This is an optimization exercise on Yosys and OpenROAD, whose aim is small area and a short achievable clock period, not a production implementation. At most, simulation tests tie the RTL to the original design; equivalence was not proved. No activity file was given, so power comes from the tool's default toggle rates.

Setup of the reference run:
==> module RegisterFile, before the edit <==
module RegisterFile(
    input clk,
    input reset,
    input write_enable,                 
    input [3:0] write_addr,
    input [15:0] write_data,
    input exec_we,                      
    input [3:0] exec_addr,
    input [3:0] next_read_addr1,
    input [3:0] next_read_addr2,
    output [15:0] read_data1,
    output [15:0] read_data2
);
    reg [15:0] registers [0:12];
    reg [12:0] valid;
    reg [12:0] sel1, sel2;
    reg fwd1, fwd2;
    wire [12:0] wsel;
    wire [12:0] valid_next = valid | wsel;
    wire fwd1_next = exec_we && (exec_addr == next_read_addr1) && (next_read_addr1 < 4'd13);
    wire fwd2_next = exec_we && (exec_addr == next_read_addr2) && (next_read_addr2 < 4'd13);
    wire [12:0] readable = valid_next & ~(Decode13(exec_addr) & {13{exec_we}});
    genvar i;
    generate
        for (i = 0; i < 13; i = i + 1) begin : g_reg
            assign wsel[i] = write_enable && (write_addr == i);
            always @(posedge clk)
                if (wsel[i]) registers[i] <= write_data;
        end
    endgenerate
    always @(posedge clk or posedge reset) begin
        if (reset) valid <= 13'b0;
        else       valid <= valid_next;
    end
    always @(posedge clk) begin
        sel1 <= Decode13(next_read_addr1) & readable;
        sel2 <= Decode13(next_read_addr2) & readable;
        fwd1 <= fwd1_next;
        fwd2 <= fwd2_next;
    end
    function [12:0] Decode13(input [3:0] a);
        integer k;
        begin
            for (k = 0; k < 13; k = k + 1)
                Decode13[k] = (a == k);
        end
    endfunction
    RegRead rd1(.s(sel1), .f(fwd1), .fdata(write_data),
                .r0(registers[0]), .r1(registers[1]), .r2(registers[2]), .r3(registers[3]),
                .r4(registers[4]), .r5(registers[5]), .r6(registers[6]), .r7(registers[7]),
                .r8(registers[8]), .r9(registers[9]), .r10(registers[10]), .r11(registers[11]),
                .r12(registers[12]), .data(read_data1));
    RegRead rd2(.s(sel2), .f(fwd2), .fdata(write_data),
                .r0(registers[0]), .r1(registers[1]), .r2(registers[2]), .r3(registers[3]),
                .r4(registers[4]), .r5(registers[5]), .r6(registers[6]), .r7(registers[7]),
                .r8(registers[8]), .r9(registers[9]), .r10(registers[10]), .r11(registers[11]),
                .r12(registers[12]), .data(read_data2));
endmodule
clock: 27.0 ns
lec_check: 0
cap_margin: 20
core_margin: 2
core_utilization: 55
slew_margin: 20
standard.sh (not shown) runs the stock make flow with config.mk's settings and CLKGATE_MAP_FILE= SYNTH_SCRIPT=/design/flow/synth_recipe.tcl, a recipe that flattens the netlist after the stock synthesis.
==> flow/flow/run.sh <==
#!/bin/bash
# Layout flow: the standard flow (standard synthesis included, unchanged),
# with two changes to how the layout is made:
#  - the timing repair is asked for more setup slack than the constraint
#    needs (flow/setup_margin.txt, ns), so that it sizes and buffers the
#    critical paths towards a shorter period;
#  - clock tree synthesis gets the arguments in flow/cts_args.txt.
# The clock period and constraints are the standard flow's own (constraint.sdc).
set -euo pipefail
MARGIN=$(cat flow/setup_margin.txt)
CTS=$(cat flow/cts_args.txt)
bash standard.sh SETUP_SLACK_MARGIN="$MARGIN" CTS_ARGS="$CTS" finish > standard_flow.log 2>&1
==> flow/flow/cts_args.txt <==
-sink_clustering_enable -repair_clock_nets -dont_use_dummy_load -sink_clustering_size 24 -sink_clustering_max_diameter 90
==> flow/flow/setup_margin.txt <==
20.45
Input changes introduced in the trial run (baseline for comparison: the reference run):
diff --git a/flow/design.v b/flow/design.v
--- a/flow/design.v
+++ b/flow/design.v
@@ -514,9 +514,8 @@
     wire [12:0] wsel;
     wire [12:0] valid_next = valid | wsel;
     wire fwd1_next = exec_we && (exec_addr == next_read_addr1) && (next_read_addr1 < 4'd13);
     wire fwd2_next = exec_we && (exec_addr == next_read_addr2) && (next_read_addr2 < 4'd13);
-    wire [12:0] readable = valid_next & ~(Decode13(exec_addr) & {13{exec_we}});
     genvar i;
     generate
         for (i = 0; i < 13; i = i + 1) begin : g_reg
             assign wsel[i] = write_enable && (write_addr == i);
@@ -528,10 +527,10 @@
         if (reset) valid <= 13'b0;
         else       valid <= valid_next;
     end
     always @(posedge clk) begin
-        sel1 <= Decode13(next_read_addr1) & readable;
-        sel2 <= Decode13(next_read_addr2) & readable;
+        sel1 <= Decode13(next_read_addr1) & valid_next & {13{~fwd1_next}};
+        sel2 <= Decode13(next_read_addr2) & valid_next & {13{~fwd2_next}};
         fwd1 <= fwd1_next;
         fwd2 <= fwd2_next;
     end
     function [12:0] Decode13(input [3:0] a);
[summary]
No run among the trial run and the reference run stopped early or left any final violation; all are clean. The trial run ends up with higher number of instances in the synthesized netlist than the reference run does. Changes observed in the trial run relative to the reference run: register-to-register slack saw an increase, overall die width has remained practically unchanged, relative max-transition margin went down by 6.3 points. Lower static leakage power was reported by the trial run, not the reference run. In the metrics for the trial run and the reference run, the one carrying the higher hold slack is the trial run. On share of total power in the clock network, the reference run tracks the trial run almost exactly. Combinational power share on the trial run is up relative to the reference run. Non-clock inverter total of the final layout up about 10% in the trial run wrt the reference run. In the trial run the actual transition at the worst max-transition pin turned out 0.088 ns higher than in the reference run. Diff the reference run -> the trial run: sequential share of layout area picked up an extra 0.47 points, floorplan die area comparable, post-synthesis area per instance decreased 0.46%, number of buffers added for setup after CTS went down by about 30%.
Only the layout flow was run in the reference run; the RTL was not checked for function there.


## main
CPU, a different RTL version from the one above (not shown whole).
Size: about 450 flip-flops, about 57 I/O pins.
==> flow/config.mk <==
export PLATFORM = sky130hd
export DESIGN_NAME = CPU
export DESIGN_NICKNAME = CPU
export VERILOG_FILES = /design/flow/design.v
export SDC_FILE = /design/flow/constraint.sdc
export NUM_CORES = 4
export LEC_CHECK = 0
export CAP_MARGIN = 20
export CORE_MARGIN = 2
export CORE_UTILIZATION = 55
export SLEW_MARGIN = 20
==> flow/constraint.sdc <==
create_clock -name core_clock -period 27.0 [get_ports {clk}]
set_input_delay 5.4000 -clock core_clock [delete_from_list [all_inputs] [get_ports {clk}]]
set_output_delay 5.4000 -clock core_clock [all_outputs]
set_load 0.01 [all_outputs]
==> flow/flow/setup_margin.txt <==
19.8
Scripts as last shown in full above: flow/flow/run.sh, flow/flow/cts_args.txt
Input changes introduced in the feature branch (baseline for comparison: main):
-- flow/design.v --
<<< main, line 52
    input [3:0] opcode,
    input [11:0] imm,
    output reg [15:0] X
);
    wire sub = opcode[1];                       
    wire [15:0] sum = A + (B ^ {16{sub}}) + {15'b0, sub};
    wire [15:0] prod;
    MulLo16 mul(.a(A), .b(B), .p(prod));
    always @(*) begin
        case (opcode)
>>> the feature branch, line 52
    input [3:0] opcode,
    input [11:0] imm,
    output reg [15:0] X,
    output [15:0] nb3
);
    wire sub = opcode[1];                       
    wire div = opcode == 4'd5;
    wire [15:0] opa = div ? B : A;
    wire [15:0] opb = div ? {B[14:0], 1'b0} : (B ^ {16{sub}});
    wire [15:0] sum = opa + opb + {15'b0, sub};
    wire [15:0] prod;
    MulLo16 mul(.a(A), .b(B), .p(prod));
    assign nb3 = ~sum;
    always @(*) begin
        case (opcode)
<<< main, line 511
    wire fwd1_next = exec_we && (exec_addr == next_read_addr1) && (next_read_addr1 < 4'd13);
    wire fwd2_next = exec_we && (exec_addr == next_read_addr2) && (next_read_addr2 < 4'd13);
    genvar i;
    generate
>>> the feature branch, line 516
    wire fwd1_next = exec_we && (exec_addr == next_read_addr1) && (next_read_addr1 < 4'd13);
    wire fwd2_next = exec_we && (exec_addr == next_read_addr2) && (next_read_addr2 < 4'd13);
    wire [12:0] readable = valid_next & ~(Decode13(exec_addr) & {13{exec_we}});
    genvar i;
    generate
<<< main, line 524
    end
    always @(posedge clk) begin
        sel1 <= Decode13(next_read_addr1) & valid_next & {13{~fwd1_next}};
        sel2 <= Decode13(next_read_addr2) & valid_next & {13{~fwd2_next}};
        fwd1 <= fwd1_next;
        fwd2 <= fwd2_next;
>>> the feature branch, line 530
    end
    always @(posedge clk) begin
        sel1 <= Decode13(next_read_addr1) & readable;
        sel2 <= Decode13(next_read_addr2) & readable;
        fwd1 <= fwd1_next;
        fwd2 <= fwd2_next;
<<< main, line 575
    wire [15:0] A, B, X;
    wire [15:0] nB = ~B;
    wire [15:0] nb3 = ~(B + {B[14:0], 1'b0});  
    wire [15:0] x_d, x_e, ra_d, ra_e, result;
    wire [3:0] d_d, d_e;
>>> the feature branch, line 581
    wire [15:0] A, B, X;
    wire [15:0] nB = ~B;
    wire [15:0] nb3;                    
    wire [5:0] nb3_lo = ~(B[5:0] + {B[4:0], 1'b0});    
    wire [15:0] x_d, x_e, ra_d, ra_e, result;
    wire [3:0] d_d, d_e;
<<< main, line 599
                    .next_read_addr1(imem_data[11:8]), .next_read_addr2(imem_data[7:4]),
                    .read_data1(A), .read_data2(B));
    ALU alu(.A(A), .B(B), .opcode(ir[15:12]), .imm(ir[11:0]), .X(X));
    wire [1:0] s1_0_r;
    wire [1:0] s1_0_q;
    DivStep4 #(.L(14)) s1_0(.rin(1'b0), .a(A[15:14]), .nb(nB), .nb3(nb3), .q(s1_0_q), .rout(s1_0_r));
    wire [3:0] s1_1_r;
    wire [1:0] s1_1_q;
    DivStep4 #(.L(12)) s1_1(.rin(s1_0_r), .a(A[13:12]), .nb(nB), .nb3(nb3), .q(s1_1_q), .rout(s1_1_r));
    wire [5:0] s1_2_r;
    wire [1:0] s1_2_q;
    DivStep4 #(.L(10)) s1_2(.rin(s1_1_r), .a(A[11:10]), .nb(nB), .nb3(nb3), .q(s1_2_q), .rout(s1_2_r));
    Stage #(.QW(6)) sd(.clk(clk), .reset(reset), .x_in(X), .d_in(ir[3:0]),
        .is_div_in(ir[15:12] == 4'd5), .is_jmp_in(ir[15:12] == 4'd7), .is_cmp_in(ir[15:12] == 4'd6),
>>> the feature branch, line 606
                    .next_read_addr1(imem_data[11:8]), .next_read_addr2(imem_data[7:4]),
                    .read_data1(A), .read_data2(B));
    ALU alu(.A(A), .B(B), .opcode(ir[15:12]), .imm(ir[11:0]), .X(X), .nb3(nb3));
    wire [1:0] s1_0_r;
    wire [1:0] s1_0_q;
    DivStep4 #(.L(14)) s1_0(.rin(1'b0), .a(A[15:14]), .nb(nB), .nb3({10'b0, nb3_lo}), .q(s1_0_q), .rout(s1_0_r));
    wire [3:0] s1_1_r;
    wire [1:0] s1_1_q;
    DivStep4 #(.L(12)) s1_1(.rin(s1_0_r), .a(A[13:12]), .nb(nB), .nb3({10'b0, nb3_lo}), .q(s1_1_q), .rout(s1_1_r));
    wire [5:0] s1_2_r;
    wire [1:0] s1_2_q;
    DivStep4 #(.L(10)) s1_2(.rin(s1_1_r), .a(A[11:10]), .nb(nB), .nb3({10'b0, nb3_lo}), .q(s1_2_q), .rout(s1_2_r));
    Stage #(.QW(6)) sd(.clk(clk), .reset(reset), .x_in(X), .d_in(ir[3:0]),
        .is_div_in(ir[15:12] == 4'd5), .is_jmp_in(ir[15:12] == 4'd7), .is_cmp_in(ir[15:12] == 4'd6),
Findings:
Between main and the feature branch, the critical path depth figures differ only marginally.
Between main and the feature branch, the share of the clock period used by the worst path figures differ only marginally.
Sort the feature branch and main by growth of design area from synthesis to finish desc -> top: main
The power after layout of the feature branch was superior to that of main.
Compared with main, gate count after technology mapping in the feature branch increased slightly.
The feature branch vs main: sequential power down
Compared with main, the feature branch shows post-layout instance area lower by 1.6%.
In the reports for the feature branch and main, the smaller maximum frequency belongs to the feature branch.
Looking at via count across the feature branch and main, the one that comes out lower is the feature branch.
Sort the feature branch and main by initial antenna violation count, ascending, and the feature branch comes first.
On combinational cell fraction of total power: the feature branch sits below main.
Function not checked in the feature branch: the RTL went through the layout flow alone.

==> what the ideal ports hide <==
The flow's constraints put no driver on any port. The routed layouts listed below were extracted and timed again, unchanged, in two steps. Step 1: set_driving_cell puts a clkbuf_16 on clk and a buf_2 on each other input, an assumption about the parent block. Step 2 times the ports against the registers' clock, not the clock port: input delays grow and output delays shrink by t, the midpoint of the rising clock arrivals with the driver on. a / b / c = ideal ports / drivers / drivers and shift; a / b = the first two.
run | shift t [ns] | setup WS [ns] | clock arrival spread, ns
the reference run | 0.627 | 20.360 / 20.300 / 20.119 | 0.128 / 0.128
the trial run | 0.625 | 20.429 / 20.365 / 19.925 | 0.081 / 0.081
main | 0.624 | 19.905 / 19.841 / 19.439 | 0.120 / 0.120
the feature branch | 0.617 | 19.870 / 19.811 / 19.592 | 0.113 / 0.112
After both steps setup and hold are still met in every run listed. The setup slack of the trial run, which loses most, moves by -0.064 ns with the drivers and by -0.504 ns with both steps. Setup slack includes reset recovery checks.
